Source: an optimization exercise on an open RTL-to-GDS flow (aim: a short achievable clock period and few clock cycles). Production flows keep margins and buffers that such runs may drop. Function was checked by simulation only, so behaviour that the tests miss may differ from the original. Power and IR drop assume default switching activity.

==> flow/design.v <==
module proj1(Clk, Rst, MemQ_IO, MemRW_IO, MemAddr_IO, MemD_IO);
input Clk;
input Rst;
input [15:0] MemQ_IO;
output MemRW_IO;
output [7:0] MemAddr_IO;
output [15:0] MemD_IO;
reg [7:0]  pc;         
reg [7:0]  addr;       
reg        we;         
reg        opc;        
reg [15:0] acc;
reg [15:0] mdr;        
reg m_add, m_or, m_ld, m_mul;
reg x_add, x_or, x_ld, x_mul, x_neg;
reg [191:0] mt;       
assign MemAddr_IO = addr;
assign MemRW_IO = we;
assign MemD_IO = acc;
wire [11:0] t_lo = mt[12*mdr[3:0] +: 12];
wire [11:0] t_hi = mt[12*mdr[7:4] +: 12];
wire [15:0] prod = {t_lo[11:4] + t_hi, t_lo[3:0]};
wire [15:0] sum = acc + mdr;
wire idle = ~(x_add | x_or | x_ld | x_mul | x_neg);
wire [15:0] acc_nx = ({16{x_add}} & sum) | ({16{x_or}} & (acc | mdr)) | ({16{x_ld}} & mdr) |
                     ({16{x_mul}} & prod) | ({16{x_neg}} & ~acc) | ({16{idle}} & acc);
wire [15:0] cz = {acc[14:0] | mdr[14:0], 1'b0};
wire add_z = ((acc ^ mdr) == cz);
wire z = (idle & (acc == 16'd0)) | (x_neg & (acc == 16'hFFFF)) | (x_ld & (mdr == 16'd0)) |
         (x_or & ((acc | mdr) == 16'd0)) | (x_mul & ((acc[7:0] == 8'd0) | (mdr[7:0] == 8'd0))) |
         (x_add & add_z);
wire [7:0] op = MemQ_IO[7:0];
wire [7:0] a  = MemQ_IO[15:8];
wire hi0    = (op[7:4] == 4'd0);
wire d_add  = hi0 & (op[3:0] == 4'd1);
wire d_or   = hi0 & (op[3:0] == 4'd2);
wire d_jmp  = hi0 & (op[3:0] == 4'd3);
wire d_jz   = hi0 & (op[3:0] == 4'd4);
wire d_ld   = hi0 & (op[3:0] == 4'd5);
wire d_st   = hi0 & (op[3:0] == 4'd6);
wire d_mul  = hi0 & (op[3:0] == 4'd9);
wire d_neg  = hi0 & (op[3:0] == 4'd10);
wire d_mem  = d_add | d_or | d_ld | d_mul;
wire take   = d_jmp | (d_jz & z);
wire [7:0] pc1 = pc + 8'd1;
wire fetch  = ~opc & ~we;
integer j;
always @(posedge Clk) begin
	mdr <= MemQ_IO;
	for (j = 0; j < 16; j = j + 1)
		mt[12*j +: 12] <= acc[7:0] * j;
	m_add <= d_add;
	m_or  <= d_or;
	m_ld  <= d_ld;
	m_mul <= d_mul;
	if (Rst) begin
		pc <= 8'd0;
		addr <= 8'd0;
		we <= 1'b0;
		opc <= 1'b0;
		acc <= 16'd0;
		{x_add, x_or, x_ld, x_mul, x_neg} <= 5'd0;
	end else begin
		acc <= acc_nx;
		if (fetch) begin
			pc <= take ? a : pc1;
			addr <= (d_mem | d_st | take) ? a : pc1;
			opc <= d_mem;
			we <= d_st;
			{x_add, x_or, x_ld, x_mul, x_neg} <= {4'd0, d_neg};
		end else begin
			addr <= pc;
			opc <= 1'b0;
			we <= 1'b0;
			{x_add, x_or, x_ld, x_mul, x_neg} <= opc ? {m_add, m_or, m_ld, m_mul, 1'b0} : 5'd0;
		end
	end
end
endmodule
Settings: LEC_CHECK=0, ABC_CLOCK_PERIOD_IN_PS=2000, CAP_MARGIN=20, CORE_MARGIN=2, CORE_UTILIZATION=40, SETUP_SLACK_MARGIN=5, SLEW_MARGIN=20, TNS_END_PERCENT=100; clock period 7.0 ns.
run.sh (not shown) runs the stock make flow with config.mk's settings and CLKGATE_MAP_FILE= SYNTH_SCRIPT=/design/flow/synth_recipe.tcl, a recipe that flattens the netlist after the stock synthesis.
Testbench counts at the start, summed over its fixed seeds: cycles 14,256.
Edit:
ABC_CLOCK_PERIOD_IN_PS = 2500   (was 2000)
SETUP_SLACK_MARGIN = 4.5   (was 5)
Effect:
- cell count came out lower by 3.0%
- first-iteration DRC count came out lower by 5.4%
- worst setup slack is better by 0.071 ns
- wire length came out lower by 6.2%
- register-to-register slack is better by 0.07 ns
Edit:
ABC_CLOCK_PERIOD_IN_PS = default   (was 2500)
SETUP_SLACK_MARGIN = default   (was 4.5)
TNS_END_PERCENT = default   (was 100)
Result:
- The changed run produced a clean layout
- combinational power goes down by 23%
- routed wire length goes down by 16%
- setup slack got worse by 0.83 ns
- synthesized area stays the same
- clock power goes up by 11%

========
Another version of the RTL of proj1 (not shown whole).
Size: roughly 310 flip-flops, ~43 I/O pins, roughly 0.019 mm2 of cells after synthesis.
clock: 7.0 ns
lec_check: 0
abc_clock_period_in_ps: 300
cap_margin: 20
core_margin: 2
core_utilization: 40
setup_slack_margin: 4.6
slew_margin: 20
tns_end_percent: 100
The first run finished clean.
Testbench counts at the start, summed over its fixed seeds: cycles 12,651.
Rerun with:
ABC_CLOCK_PERIOD_IN_PS = 2500   (was 300)
=> Via count does not change. Setup slack stays the same. Routed wire length does not change.
Rerun with:
ABC_CLOCK_PERIOD_IN_PS = 1000   (was 2500)
Setup slack does not change.
Final area is unchanged.
Utilization is unchanged.
Final cell count does not change.
Power stays the same.
First-iteration DRC count does not change.
Non-clock buffer count stays the same.

[afterwards: timing with drivers on the ports]
No port has a modelled driver above. Below, the same layouts with a new extraction and two added sets of constraints.
Step 1 sets driving cells, clkbuf_16 on the clock port and buf_2 on the other inputs (assumed; they add their load-dependent delay and slew).
Step 2 moves the port delays by t, midway between the first and last clock arrival at a register: inputs arrive t later, outputs are due t later. That takes back most of the time a late clock gives input paths.
Slacks: no drivers / after step 1 / after step 2; pairs: no drivers / after step 1.
run | t, ns | setup WS [ns] | worst data-port slew with drivers (ns) | cell pins on the clock port's net
the first run of note 1 | 0.482 | 3.514 / 3.514 / 3.514 | 0.04 | 1
the second run of note 1 | 0.476 | 3.584 / 3.584 / 3.584 | 0.04 | 1
the third run of note 1 | 0.475 | 2.752 / 2.752 / 2.752 | 0.03 | 1
the first run of note 2 | 0.581 | 3.260 / 3.260 / 2.939 | 0.10 | 1
the second run of note 2 | 0.581 | 3.260 / 3.260 / 2.939 | 0.10 | 1
the third run of note 2 | 0.581 | 3.260 / 3.260 / 2.939 | 0.10 | 1
After both steps setup and hold are still met in every run listed.
